This is an optimization exercise on Yosys and OpenROAD, whose aim is small area and a short achievable clock period, not a production implementation.
At most, simulation tests tie the RTL to the original design; equivalence was not proved.
Power is estimated from default activity; no workload was simulated.

## rev 12
Design design_1, start of the top module:
module design_1
   (bias, bias_1, bias_2, bias_3, clk,
    in1, in1_1, in1_2, in1_3, in2, in2_1, in2_2, in2_3,
    in3, in3_1, in3_2, in3_3, in4, in4_1, in4_2, in4_3,
    mac, n_en, n_in, n_in_1, n_in_2, n_in_3,
    n_out, n_out_1, n_out_2, n_out_3,
    outen, outen_1, outen_2, outen_3, p_en,
    p_out, p_out_1, p_out_2, p_out_3, rst,
    wgh, wgh_1, wgh_2, wgh_3);
==> flow/config.mk <==
export PLATFORM = sky130hd
export DESIGN_NAME = design_1
export DESIGN_NICKNAME = design_1
export VERILOG_FILES = /design/flow/design.v
export SDC_FILE = /design/flow/constraint.sdc
export NUM_CORES = 4
export LEC_CHECK = 0
export CAP_MARGIN = 20
export CORE_MARGIN = 2
export CORE_UTILIZATION = 60
export PLACE_DENSITY = 0.75
export SETUP_SLACK_MARGIN = 4.5
export SLEW_MARGIN = 20
==> flow/constraint.sdc <==
create_clock -name core_clock -period 9.0 [get_ports {clk}]
set_input_delay 1.8000 -clock core_clock [delete_from_list [all_inputs] [get_ports {clk}]]
set_output_delay 1.8000 -clock core_clock [all_outputs]
set_load 0.01 [all_outputs]
standard.sh (not shown) runs the stock make flow with config.mk's settings and CLKGATE_MAP_FILE= SYNTH_SCRIPT=/design/flow/synth_recipe.tcl, a recipe that flattens the netlist after the stock synthesis.
==> flow/flow/run.sh <==
#!/bin/bash
# The standard layout, with the ports buffered by the smallest plain buffer
# (buffer_ports otherwise picks a clkdlybuf4s50_1 delay cell for every port).
set -euo pipefail
export BUFFER_PORTS_ARGS="-buffer_cell sky130_fd_sc_hd__buf_1"
bash standard.sh > standard.log 2>&1
Rev 12 finished every step from synthesis to the final layout, and the layout passed the timing, DRC and antenna checks.
The following lists how rev 13 was set up differently from rev 12:
Settings: a change of CORE_UTILIZATION from 60 to 40; a change of PLACE_DENSITY from 0.75 to 0.6.
Results
Rev 13 vs rev 12: detail-routed via count per cell down in rev 13
Rev 12 has lower final cell count than rev 13.
Rev 13 falls short of rev 12 in area of all placed cells without fillers.
[compare] base=rev 12 new=rev 13: sequential fraction of total cell area decreased 0.21 points; worst relative slew slack increased 4.8 points; number of fill cells increased 5477; width of the die increased 64 um; critical path depth decreased 1.
The worst hold-check slack on rev 12 is in line with that on rev 13.
Summary of rev 13 over rev 12: fmax moved up, post-route clock period utilization moved down.

## wip/cedar
design_1, a different RTL version from the one above (not shown whole).
For scale: ~6300 cells after synthesis, ~440 flip-flops, about 590 I/O pins, about 0.052 mm² of cells after synthesis.
==> flow/config.mk <==
export PLATFORM = sky130hd
export DESIGN_NAME = design_1
export DESIGN_NICKNAME = design_1
export VERILOG_FILES = /design/flow/design.v
export SDC_FILE = /design/flow/constraint.sdc
export NUM_CORES = 4
export LEC_CHECK = 0
export CAP_MARGIN = 20
export CORE_MARGIN = 2
export CORE_UTILIZATION = 40
export PLACE_DENSITY = 0.6
export SETUP_SLACK_MARGIN = 4.5
export SLEW_MARGIN = 20
export TNS_END_PERCENT = 20
==> flow/constraint.sdc <==
create_clock -name core_clock -period 9.0 [get_ports {clk}]
set_input_delay 1.8000 -clock core_clock [delete_from_list [all_inputs] [get_ports {clk}]]
set_output_delay 1.8000 -clock core_clock [all_outputs]
set_load 0.01 [all_outputs]
Scripts as last shown in full above: flow/flow/run.sh
The flow did not stop early for wip/cedar: all stages ran, and the layout cleared the timing, DRC and antenna checks.
Relative to wip/cedar, the following input files were edited for wip/delta:
- removing TNS_END_PERCENT (formerly 20)
- changing SETUP_SLACK_MARGIN from 4.5 to 5.0
--- outcome ---
- Cell area after layout delta (wip/delta − wip/cedar): unfavourable
- In wip/delta, required arrival time at the worst endpoint is higher than in wip/cedar.
- The final reports for wip/delta and wip/cedar show number of signal-net buffers in the layout higher in the former.
- NOTE routed wire length wip/cedar->wip/delta increased by a few percent
- Number of resized instances in the post-cts repair step (wip/delta vs. wip/cedar) increases by more than 100%
- From wip/cedar to wip/delta the numbers moved as follows: worst setup slack after placement rose 0.036 ns, total track usage rose 0.64 points.
- wip/delta ended up with a lower count of clock-buffer cells in the layout than wip/cedar did.
- Compared with wip/cedar, in wip/delta switching share of total power now sits at about the same level; utilization after layout now sits higher.
diff inputs: wip/delta => wip/zinc
- SETUP_SLACK_MARGIN now 4.5, was 5.0
Results
Delta (wip/zinc minus wip/delta): initial antenna violation count decreased 3.7%, met2 usage in global routing decreased 2.3 points.
Max freq wip/delta -> wip/zinc: degraded
Going from wip/delta to wip/zinc, worst hold slack shrinks by 0.011 ns.
Compared with wip/delta, in wip/zinc area used by sequential logic in the layout went down, count of filler cells inserted in the layout went up, power consumed by sequential cells did not really move.
On total cell area at the placement stage, wip/zinc and wip/delta are basically level.
Edits applied to the flow inputs when going from wip/zinc to wip/harbor:
- swapping 40 for 45 in CORE_UTILIZATION
- putting TNS_END_PERCENT at 20 where nothing was set
- swapping 0.6 for 0.65 in PLACE_DENSITY
Notes after the runs:
The switching power of the nets of wip/harbor is lower than that of wip/zinc.
wip/harbor against wip/zinc: shortest period the worst path allows rose 0.096 ns, register-to-register slack fell 0.07 ns.
Power attributed to sequential cells essentially unchanged between wip/harbor and wip/zinc.
Sort wip/harbor and wip/zinc by met1 capacity usage during global routing, descending, and wip/harbor comes first.
wip/harbor reports its cell with the biggest individual delay on the critical path as a2111oi_2 while wip/zinc reports nor4_4.
Max maximum achievable frequency across wip/harbor and wip/zinc: wip/zinc

design_1, a different RTL version from the one above (not shown whole).
For scale: roughly 6,400 cells after synthesis, about 380 flip-flops.
make LEC_CHECK=0 CAP_MARGIN=20 CORE_MARGIN=2 CORE_UTILIZATION=40 PLACE_DENSITY=0.6 SETUP_SLACK_MARGIN=3.5 SLEW_MARGIN=20 finish   # period 9.0 ns
run.sh (not shown) runs the stock make flow with config.mk's settings and CLKGATE_MAP_FILE= SYNTH_SCRIPT=/design/flow/synth_recipe.tcl, a recipe that flattens the netlist after the stock synthesis.
Stock flow here: none of the scripts above is used.
The baseline produced a clean layout.
Then changed:
SETUP_SLACK_MARGIN = not set   (was 3.5)
The changed run finished with timing, DRC and antenna clean; synthesized area does not change; utilization came out lower by 1.1 points; non-clock buffer count is lower by 129; critical path depth falls by 1.
Function was not checked in any run of this note: the RTL went through the layout flow alone.

design_1 with an RTL version that a note above also has.
Size in the first run: about 440 flip-flops, roughly 590 I/O pins, ~52000 sq um of cells after synthesis.
Design design_1, start of the top module:
module design_1
   (bias, bias_1, bias_2, bias_3, clk,
    in1, in1_1, in1_2, in1_3, in2, in2_1, in2_2, in2_3,
    in3, in3_1, in3_2, in3_3, in4, in4_1, in4_2, in4_3,
    mac, n_en, n_in, n_in_1, n_in_2, n_in_3,
    n_out, n_out_1, n_out_2, n_out_3,
    outen, outen_1, outen_2, outen_3, p_en,
    p_out, p_out_1, p_out_2, p_out_3, rst,
    wgh, wgh_1, wgh_2, wgh_3);
==> flow/config.mk <==
export PLATFORM = sky130hd
export DESIGN_NAME = design_1
export DESIGN_NICKNAME = design_1
export VERILOG_FILES = /design/flow/design.v
export SDC_FILE = /design/flow/constraint.sdc
export NUM_CORES = 4
export LEC_CHECK = 0
export CAP_MARGIN = 20
export CORE_MARGIN = 2
export CORE_UTILIZATION = 45
export PLACE_DENSITY = 0.65
export SETUP_SLACK_MARGIN = 4.5
export SLEW_MARGIN = 20
==> flow/constraint.sdc <==
create_clock -name core_clock -period 9.0 [get_ports {clk}]
set_input_delay 1.8000 -clock core_clock [delete_from_list [all_inputs] [get_ports {clk}]]
set_output_delay 1.8000 -clock core_clock [all_outputs]
set_load 0.01 [all_outputs]
standard.sh (not shown) runs the stock make flow with config.mk's settings and CLKGATE_MAP_FILE= SYNTH_SCRIPT=/design/flow/synth_recipe.tcl, a recipe that flattens the netlist after the stock synthesis.
Scripts as last shown in full above: flow/flow/run.sh
The starting point completed without violations.
Edit:
CORE_UTILIZATION = 40   (was 45)
PLACE_DENSITY = 0.6   (was 0.65)
SETUP_SLACK_MARGIN = 4.2   (was 4.5)
Outcome: The new run finished with timing, DRC and antenna clean. Via count is about the same. Design area drops by 0.80%. Synthesized cell count is unchanged. Hold slack improved by 0.0066 ns. Core utilization fell by 5.8 points. Area after synthesis is unchanged. Fmax goes down by 5.1%. Non-clock buffer count falls by 7. Die area rose by 12%. Setup slack loses 0.24 ns.
Edit:
SETUP_SLACK_MARGIN = 4.8   (was 4.2)
Routed wire length falls by a few percent.
Sequential share of layout area falls by 0.33 points.
Count of clock-buffer cells in the layout falls by 2.
Register-to-register slack gets better by 0.44 ns.
Core utilization rises by 2.0 points.
Die area is unchanged.
Final area rises by a few percent.
Final cell count rises slightly.
Combinational power rises by roughly a tenth.

design_1, a different RTL version from the one above (not shown whole).
Size in the first run: ~6300 cells after synthesis, about 590 I/O pins.
Design design_1, start of the top module:
module design_1
   (bias, bias_1, bias_2, bias_3, clk,
    in1, in1_1, in1_2, in1_3, in2, in2_1, in2_2, in2_3,
    in3, in3_1, in3_2, in3_3, in4, in4_1, in4_2, in4_3,
    mac, n_en, n_in, n_in_1, n_in_2, n_in_3,
    n_out, n_out_1, n_out_2, n_out_3,
    outen, outen_1, outen_2, outen_3, p_en,
    p_out, p_out_1, p_out_2, p_out_3, rst,
    wgh, wgh_1, wgh_2, wgh_3);
  input [15:0]bias;
  input [15:0]bias_1;
  input [15:0]bias_2;
  input [15:0]bias_3;
  input clk;
  input [15:0]in1;
  input [15:0]in1_1;
  input [15:0]in1_2;
  input [15:0]in1_3;
  input [15:0]in2;
  input [15:0]in2_1;
  input [15:0]in2_2;
  input [15:0]in2_3;
  input [15:0]in3;
  input [15:0]in3_1;
  input [15:0]in3_2;
  input [15:0]in3_3;
  input [15:0]in4;
  input [15:0]in4_1;
  input [15:0]in4_2;
  input [15:0]in4_3;
  input mac;
  input n_en;
  input [15:0]n_in;
  input [15:0]n_in_1;
  input [15:0]n_in_2;
  input [15:0]n_in_3;
  output [15:0]n_out;
  output [15:0]n_out_1;
  output [15:0]n_out_2;
  output [15:0]n_out_3;
  output outen;
  output outen_1;
  output outen_2;
  output outen_3;
  input p_en;
  output [15:0]p_out;
  output [15:0]p_out_1;
  output [15:0]p_out_2;
  output [15:0]p_out_3;
  input rst;
  input [15:0]wgh;
  input [15:0]wgh_1;
  input [15:0]wgh_2;
  input [15:0]wgh_3;
  neuron neuron_0 (.clk(clk), .rst(rst), .en(n_en), .mac(mac),
    .n_in(n_in),   .wgh(wgh),   .bias(bias),   .n_out(n_out));
  neuron neuron_1 (.clk(clk), .rst(rst), .en(n_en), .mac(mac),
  ...
export LEC_CHECK = 0
export CAP_MARGIN = 20
export CORE_MARGIN = 2
export CORE_UTILIZATION = 40
export PLACE_DENSITY = 0.6
export SETUP_SLACK_MARGIN = 4.8
export SLEW_MARGIN = 20
create_clock -name core_clock -period 9.0 [get_ports {clk}]
Scripts as last shown in full above: flow/flow/run.sh
The starting point finished clean.
Change:
Settings changed: SETUP_SLACK_MARGIN 4.8 to 4.5.
Outcome: Design area falls by 3.8%; clock skew falls by 0.011 ns; cell count falls by 1.0%; die area does not change; hold slack hardly moves; area after synthesis stays the same; sequential share of layout area rises by 0.45 points; register-to-register slack hardly moves.
Function was not checked in any run of this note: the RTL went through the layout flow alone.

-- what the ideal ports hide --
Ports are ideal in the flow. The routed layouts listed here were re-timed in OpenROAD. Step 1 assumes that a clkbuf_16 drives the clock port and a buf_2 every other input. Step 2 adds t to the input delays and takes it off the output delays; t is the mean of the earliest and latest rising clock arrival at the registers after step 1. Input paths then give back, and output paths get back, about the clock's delay inside the block. a / b / c = ideal / step 1 / step 2; a / b = the first two.
run	shift t [ns]	setup slack, ns	clock arrival spread, ns	worst slew at a driven data input, ns
rev 12	0.692	3.986 / 3.986 / 3.756	0.033 / 0.034	0.22
rev 13	0.743	4.181 / 4.181 / 3.779	0.026 / 0.026	0.21
wip/cedar	0.739	4.586 / 4.482 / 3.743	0.024 / 0.024	0.17
wip/delta	0.766	4.762 / 4.547 / 3.781	0.021 / 0.021	0.29
wip/zinc	0.770	4.575 / 4.450 / 3.680	0.029 / 0.029	0.19
wip/harbor	0.720	4.479 / 4.386 / 3.666	0.036 / 0.037	0.16
the first run of note 3	0.729	3.537 / 3.537 / 2.966	0.046 / 0.046	0.15
the second run of note 3	0.727	2.991 / 2.991 / 2.398	0.040 / 0.040	0.20
the first run of note 4	0.757	4.593 / 4.614 / 3.857	0.044 / 0.044	0.14
the second run of note 4	0.772	4.355 / 4.235 / 3.462	0.027 / 0.027	0.20
the third run of note 4	0.748	4.657 / 4.527 / 3.778	0.053 / 0.053	0.20
the first run of note 5	0.736	4.321 / 4.247 / 3.751	0.049 / 0.049	0.23
the second run of note 5	0.730	4.319 / 4.240 / 3.797	0.036 / 0.036	0.15
After both steps setup and hold are still met in every run listed. The setup slack of wip/delta, which loses most, moves by -0.215 ns with the drivers and by -0.981 ns with both steps.
